Background: an optimization exercise with open tools, aiming at small area and a short achievable clock period. Do not read the settings as production practice.
In this exercise RTL edits were held to simulation tests only and were not proved equivalent to the original.

// Sqrt2
module Sqrt2 (In, Out, clk, reset);
  input  [14:0] In;    
  input  clk, reset;
  output [14:0] Out;   
  reg [23:0] d1;    
  reg [18:0] n4r;
  reg [23:0] d2;    
  reg [15:0] s1r;
  reg        rz;
  wire [14:0] xg;
  assign xg = reset ? 15'd0 : In;
  wire b0_one0;
  wire b0_two0;
  wire b0_neg0;
  assign b0_one0 = xg[0] ^ 1'b0;
  assign b0_two0 = (xg[1] & ~xg[0] & ~1'b0) | (~xg[1] & xg[0] & 1'b0);
  assign b0_neg0 = xg[1];
  wire b0_one1;
  wire b0_two1;
  wire b0_neg1;
  assign b0_one1 = xg[2] ^ xg[1];
  assign b0_two1 = (xg[3] & ~xg[2] & ~xg[1]) | (~xg[3] & xg[2] & xg[1]);
  assign b0_neg1 = xg[3];
  wire b0_one2;
  wire b0_two2;
  wire b0_neg2;
  assign b0_one2 = xg[4] ^ xg[3];
  assign b0_two2 = (xg[5] & ~xg[4] & ~xg[3]) | (~xg[5] & xg[4] & xg[3]);
  assign b0_neg2 = xg[5];
  wire b0_one3;
  wire b0_two3;
  wire b0_neg3;
  assign b0_one3 = xg[6] ^ xg[5];
  assign b0_two3 = (xg[7] & ~xg[6] & ~xg[5]) | (~xg[7] & xg[6] & xg[5]);
  assign b0_neg3 = xg[7];
  wire b0_one4;
  wire b0_two4;
  wire b0_neg4;
  assign b0_one4 = xg[8] ^ xg[7];
  assign b0_two4 = (xg[9] & ~xg[8] & ~xg[7]) | (~xg[9] & xg[8] & xg[7]);
  assign b0_neg4 = xg[9];
  wire b0_one5;
  wire b0_two5;
  wire b0_neg5;
  assign b0_one5 = xg[10] ^ xg[9];
  assign b0_two5 = (xg[11] & ~xg[10] & ~xg[9]) | (~xg[11] & xg[10] & xg[9]);
  assign b0_neg5 = xg[11];
  wire b0_one6;
  wire b0_two6;
  wire b0_neg6;
  assign b0_one6 = xg[12] ^ xg[11];
  assign b0_two6 = (xg[13] & ~xg[12] & ~xg[11]) | (~xg[13] & xg[12] & xg[11]);
  assign b0_neg6 = xg[13];
  wire b0_one7;
  wire b0_two7;
  ...
export LEC_CHECK = 0
export ABC_AREA = 1
export CAP_MARGIN = 20
export CORE_MARGIN = 2
export CORE_UTILIZATION = 40
export SLEW_MARGIN = 20
create_clock -name core_clock -period 35.0 [get_ports {clk}]
standard.sh (not shown) runs the stock make flow with config.mk's settings and CLKGATE_MAP_FILE= SYNTH_SCRIPT=/design/flow/synth_recipe.tcl, a recipe that flattens the netlist after the stock synthesis.
==> flow/flow/run.sh <==
#!/bin/bash
# Layout flow: the standard ORFS flow (standard.sh), with two changes:
#  1. after the standard synthesis, flow/invpush.py re-polarises full-adder
#     cells (FA(~a,~b,~c) = ~FA(a,b,c)) and swaps xor2/xnor2 cells so that
#     fewer inverters are needed, and orders each full adder's inputs by
#     estimated arrival (latest on CIN, its fastest pin); the function and
#     all registers (names,
#     count, cell types) are unchanged;
#  2. the resizer's setup repair aims for a setup-slack margin of 20.5 ns, so
#     that the design is sized for speed.
# The clock period and all constraints stay the design's own.
set -euo pipefail
R="$PWD/orfs/results/$FLOW_PLATFORM/Sqrt2/base"
bash standard.sh SETUP_SLACK_MARGIN=20.5 synth > synth.log 2>&1
cp "$R/1_2_yosys.v" 1_2_yosys_standard.v
python3 flow/invpush.py 1_2_yosys_standard.v "$R/1_2_yosys.v" > invpush.log 2>&1
rm -f "$R/1_synth.odb" "$R/1_synth.sdc"
bash standard.sh SETUP_SLACK_MARGIN=20.5 finish > standard.log 2>&1
Other scripts of this flow, unchanged in this note and not shown: flow/flow/invpush.py
Change:
--- a/flow/flow/run.sh
+++ b/flow/flow/run.sh
@@ -8,3 +8,3 @@
 #     count, cell types) are unchanged;
-#  2. the resizer's setup repair aims for a setup-slack margin of 20.5 ns, so
+#  2. the resizer's setup repair aims for a setup-slack margin of 21.5 ns, so
 #     that the design is sized for speed.
@@ -13,3 +13,3 @@
 R="$PWD/orfs/results/$FLOW_PLATFORM/Sqrt2/base"
-bash standard.sh SETUP_SLACK_MARGIN=20.5 synth > synth.log 2>&1
+bash standard.sh SETUP_SLACK_MARGIN=21.5 synth > synth.log 2>&1
 cp "$R/1_2_yosys.v" 1_2_yosys_standard.v
@@ -17,2 +17,2 @@
 rm -f "$R/1_synth.odb" "$R/1_synth.sdc"
-bash standard.sh SETUP_SLACK_MARGIN=20.5 finish > standard.log 2>&1
+bash standard.sh SETUP_SLACK_MARGIN=21.5 finish > standard.log 2>&1
PLACE_DENSITY = 0.7   (was default)
After rerunning:
- critical path depth shrinks by 35
- hold slack degrades by 4.4 ps
- final area increases by 6.2%
- maximum frequency went up by 5.1%
- worst setup slack gains 670 ps
- global-route usage went down by 0.41 points
- cell count is higher by 2.4%
- clock-buffer cell count came out lower by 1
Change:
--- a/flow/flow/run.sh
+++ b/flow/flow/run.sh
@@ -8,3 +8,3 @@
 #     count, cell types) are unchanged;
-#  2. the resizer's setup repair aims for a setup-slack margin of 21.5 ns, so
+#  2. the resizer's setup repair aims for a setup-slack margin of 21 ns, so
 #     that the design is sized for speed.
@@ -13,3 +13,3 @@
 R="$PWD/orfs/results/$FLOW_PLATFORM/Sqrt2/base"
-bash standard.sh SETUP_SLACK_MARGIN=21.5 synth > synth.log 2>&1
+bash standard.sh SETUP_SLACK_MARGIN=21 synth > synth.log 2>&1
 cp "$R/1_2_yosys.v" 1_2_yosys_standard.v
@@ -17,2 +17,2 @@
 rm -f "$R/1_synth.odb" "$R/1_synth.sdc"
-bash standard.sh SETUP_SLACK_MARGIN=21.5 finish > standard.log 2>&1
+bash standard.sh SETUP_SLACK_MARGIN=21 finish > standard.log 2>&1
PLACE_DENSITY = default   (was 0.7)
=>
- design area went down by a few percent
- first-iteration DRC count went down by roughly a tenth
- flip-flop and latch count is unchanged
- synthesized cell count stays the same
- area after synthesis does not change
- die area is unchanged
- clock-buffer cell count went up by 1
- routed wire length went down by a few percent
- critical path depth stays the same
- global-route usage went up by 0.43 points
Change:
--- a/flow/flow/run.sh
+++ b/flow/flow/run.sh
@@ -8,3 +8,3 @@
 #     count, cell types) are unchanged;
-#  2. the resizer's setup repair aims for a setup-slack margin of 21 ns, so
+#  2. the resizer's setup repair aims for a setup-slack margin of 21.5 ns, so
 #     that the design is sized for speed.
@@ -13,3 +13,3 @@
 R="$PWD/orfs/results/$FLOW_PLATFORM/Sqrt2/base"
-bash standard.sh SETUP_SLACK_MARGIN=21 synth > synth.log 2>&1
+bash standard.sh SETUP_SLACK_MARGIN=21.5 synth > synth.log 2>&1
 cp "$R/1_2_yosys.v" 1_2_yosys_standard.v
@@ -17,2 +17,2 @@
 rm -f "$R/1_synth.odb" "$R/1_synth.sdc"
-bash standard.sh SETUP_SLACK_MARGIN=21 finish > standard.log 2>&1
+bash standard.sh SETUP_SLACK_MARGIN=21.5 finish > standard.log 2>&1
TNS_END_PERCENT = 20   (was default)
- The new run completed with no timing, DRC or antenna violations
- synthesized cell count stays the same
- routed wire length went up by 1.4%
- first-iteration DRC count went down by 1.1%
- cell count came out higher by about 1.1%
- worst hold slack got worse by 4.2 ps
- die area does not change
- design area went up by about 3%
- sequential share of layout area decreases by 0.12 points
Change:
TNS_END_PERCENT = 50   (was 20)
Cell area is unchanged.
Worst setup slack does not change.
Area after synthesis is unchanged.
Final cell count does not change.
Sequential share of layout area stays the same.
Wire length does not change.
Flip-flop and latch count stays the same.

* * *

Setup of v43:
Sqrt2 again, from the RTL that the note above started with.
==> flow/design.v (excerpt) <==
module Sqrt2 (In, Out, clk, reset);
  input  [14:0] In;    
  input  clk, reset;
  output [14:0] Out;   
  reg [23:0] d1;    
  reg [18:0] n4r;
  reg [23:0] d2;    
  reg [15:0] s1r;
  reg        rz;
  wire [14:0] xg;
  assign xg = reset ? 15'd0 : In;
  wire b0_one0;
  wire b0_two0;
  wire b0_neg0;
  assign b0_one0 = xg[0] ^ 1'b0;
  assign b0_two0 = (xg[1] & ~xg[0] & ~1'b0) | (~xg[1] & xg[0] & 1'b0);
  assign b0_neg0 = xg[1];
  wire b0_one1;
  wire b0_two1;
  wire b0_neg1;
  assign b0_one1 = xg[2] ^ xg[1];
  assign b0_two1 = (xg[3] & ~xg[2] & ~xg[1]) | (~xg[3] & xg[2] & xg[1]);
  assign b0_neg1 = xg[3];
  wire b0_one2;
  wire b0_two2;
  wire b0_neg2;
  assign b0_one2 = xg[4] ^ xg[3];
  assign b0_two2 = (xg[5] & ~xg[4] & ~xg[3]) | (~xg[5] & xg[4] & xg[3]);
  assign b0_neg2 = xg[5];
  wire b0_one3;
  wire b0_two3;
  wire b0_neg3;
  assign b0_one3 = xg[6] ^ xg[5];
  assign b0_two3 = (xg[7] & ~xg[6] & ~xg[5]) | (~xg[7] & xg[6] & xg[5]);
  assign b0_neg3 = xg[7];
  wire b0_one4;
  wire b0_two4;
  wire b0_neg4;
  assign b0_one4 = xg[8] ^ xg[7];
  assign b0_two4 = (xg[9] & ~xg[8] & ~xg[7]) | (~xg[9] & xg[8] & xg[7]);
  assign b0_neg4 = xg[9];
  wire b0_one5;
  wire b0_two5;
  wire b0_neg5;
  assign b0_one5 = xg[10] ^ xg[9];
  assign b0_two5 = (xg[11] & ~xg[10] & ~xg[9]) | (~xg[11] & xg[10] & xg[9]);
  assign b0_neg5 = xg[11];
  wire b0_one6;
  wire b0_two6;
  wire b0_neg6;
  assign b0_one6 = xg[12] ^ xg[11];
  assign b0_two6 = (xg[13] & ~xg[12] & ~xg[11]) | (~xg[13] & xg[12] & xg[11]);
  assign b0_neg6 = xg[13];
  wire b0_one7;
  wire b0_two7;
  wire b0_neg7;
  assign b0_one7 = xg[14] ^ xg[13];
  assign b0_two7 = (1'b0 & ~xg[14] & ~xg[13]) | (~1'b0 & xg[14] & xg[13]);
  assign b0_neg7 = 1'b0;
  wire [23:0] dg;
  assign dg = {b0_one7, b0_two7, ~b0_neg7, b0_one6, b0_two6, ~b0_neg6, b0_one5, b0_two5, ~b0_neg5, b0_one4, b0_two4, ~b0_neg4, b0_one3, b0_two3, ~b0_neg3, b0_one2, b0_two2, ~b0_neg2, b0_one1, b0_two1, ~b0_neg1, b0_one0, b0_two0, ~b0_neg0};
  wire sa_s0;
  wire sa_c0;
  assign sa_s0 = 1'b1 ^ xg[14];
  assign sa_c0 = 1'b1 & xg[14];
  wire sa_s1;
  wire sa_c1;
  assign sa_s1 = 1'b1 ^ xg[12];
  assign sa_c1 = 1'b1 & xg[12];
  wire sa_s2;
  wire sa_c2;
  assign sa_s2 = 1'b1 ^ xg[13];
  assign sa_c2 = 1'b1 & xg[13];
  wire sa_s3;
  wire sa_c3;
  assign sa_s3 = 1'b1 ^ xg[14];
  ...
clock: 35.0 ns
lec_check: 0
abc_area: 1
cap_margin: 20
core_margin: 2
core_utilization: 40
slew_margin: 20
==> flow/flow/run.sh <==
#!/bin/bash
# Layout flow: the standard ORFS flow (standard.sh) unchanged, except that
# the resizer's setup repair (floorplan, CTS and global-route stages) aims for
# a setup-slack margin of 20 ns, so that the design is sized for speed. The
# clock period and all constraints stay the design's own.
set -o pipefail
bash standard.sh SETUP_SLACK_MARGIN=20 finish > standard.log 2>&1
diff inputs: v43 => v38
==> flow/flow/run.sh <==
#!/bin/bash
# Layout flow: the standard ORFS flow (standard.sh) unchanged, except that
# the resizer's setup repair (floorplan, CTS and global-route stages) aims for
# a setup-slack margin of 22 ns, so that the design is sized for speed. The
# clock period and all constraints stay the design's own.
set -o pipefail
bash standard.sh SETUP_SLACK_MARGIN=22 finish > standard.log 2>&1
- v38 ended with every stage complete and zero timing, DRC or antenna violations.
- ~same instance area at placement in v43 and v38
Modified inputs, v34 compared to v38
==> flow/flow/run.sh <==
#!/bin/bash
# Layout flow: the standard ORFS flow (standard.sh) unchanged, except that
# the resizer's setup repair (floorplan, CTS and global-route stages) aims for
# a setup-slack margin of 21 ns, so that the design is sized for speed. The
# clock period and all constraints stay the design's own.
set -o pipefail
bash standard.sh SETUP_SLACK_MARGIN=21 finish > standard.log 2>&1
-- flow/config.mk --
<<< v38, line 10
export CORE_MARGIN = 2
export CORE_UTILIZATION = 40
export SLEW_MARGIN = 20
>>> v34, line 10
export CORE_MARGIN = 2
export CORE_UTILIZATION = 60
export SLEW_MARGIN = 20
## What came out
v34 against v38: global-route usage grew by 13 points, detailed-routing iteration count for the pre-antenna-repair pass decreased by 12 relative to the old numbers.
Routed wire length of v34 falls short of that of v38 slightly.
v38 → v34: smallest hold slack higher; via count roughly the same; routed length per instance higher.
Input changes introduced in v1 (baseline for comparison: v34):
-- flow/config.mk --
<<< v34, line 10
export CORE_MARGIN = 2
export CORE_UTILIZATION = 60
export SLEW_MARGIN = 20
>>> v1, line 10
export CORE_MARGIN = 2
export CORE_UTILIZATION = 40
export SLEW_MARGIN = 20
## What came out
For v34, the worst setup path startpoint was n4r[15], unlike v1, where it was d2[12].
Higher initial antenna violation count goes to v34 over v1.
v1 gives less critical path depth than v34 did.
Measured against each other, v34 and v1 differ in post-CTS repair timing setup buffer count, the lower figure coming from v1.
From v34 to v1 the numbers moved as follows: largest net degree at the start of global routing has remained practically unchanged, weighted congestion at the end of routability-driven global placement has decreased, die area has increased, register cell area after layout has decreased.

static timing again, ports no longer ideal:
How much do the figures lean on ideal ports? The routed layouts below were timed once more, with nothing changed but the port constraints. Step 1 assumes that a clkbuf_16 drives the clock port and a buf_2 every other input. Step 2 adds t to the input delays and takes it off the output delays; t is the mean of the earliest and latest rising clock arrival at the registers after step 1. Input paths then give back, and output paths get back, about the clock's delay inside the block. Three values: ideal ports, drivers, drivers and shift; two values: the first two.
run	t, ns	slack for setup (ns)	cell pins on the clock port's net
the first run of note 1	0.407	21.244 / 21.244 / 21.244	1
the second run of note 1	0.407	21.914 / 21.857 / 22.054	1
the third run of note 1	0.407	21.453 / 21.398 / 21.709	1
the fourth run of note 1	0.408	21.946 / 21.890 / 22.024	1
the fifth run of note 1	0.408	21.946 / 21.890 / 22.024	1
v43	0.407	20.862 / 20.862 / 20.862	1
v38	0.407	22.299 / 22.241 / 22.450	1
v34	0.422	21.522 / 21.493 / 21.522	1
v1	0.409	21.422 / 21.366 / 21.632	1
After both steps every run listed still meets setup and hold.
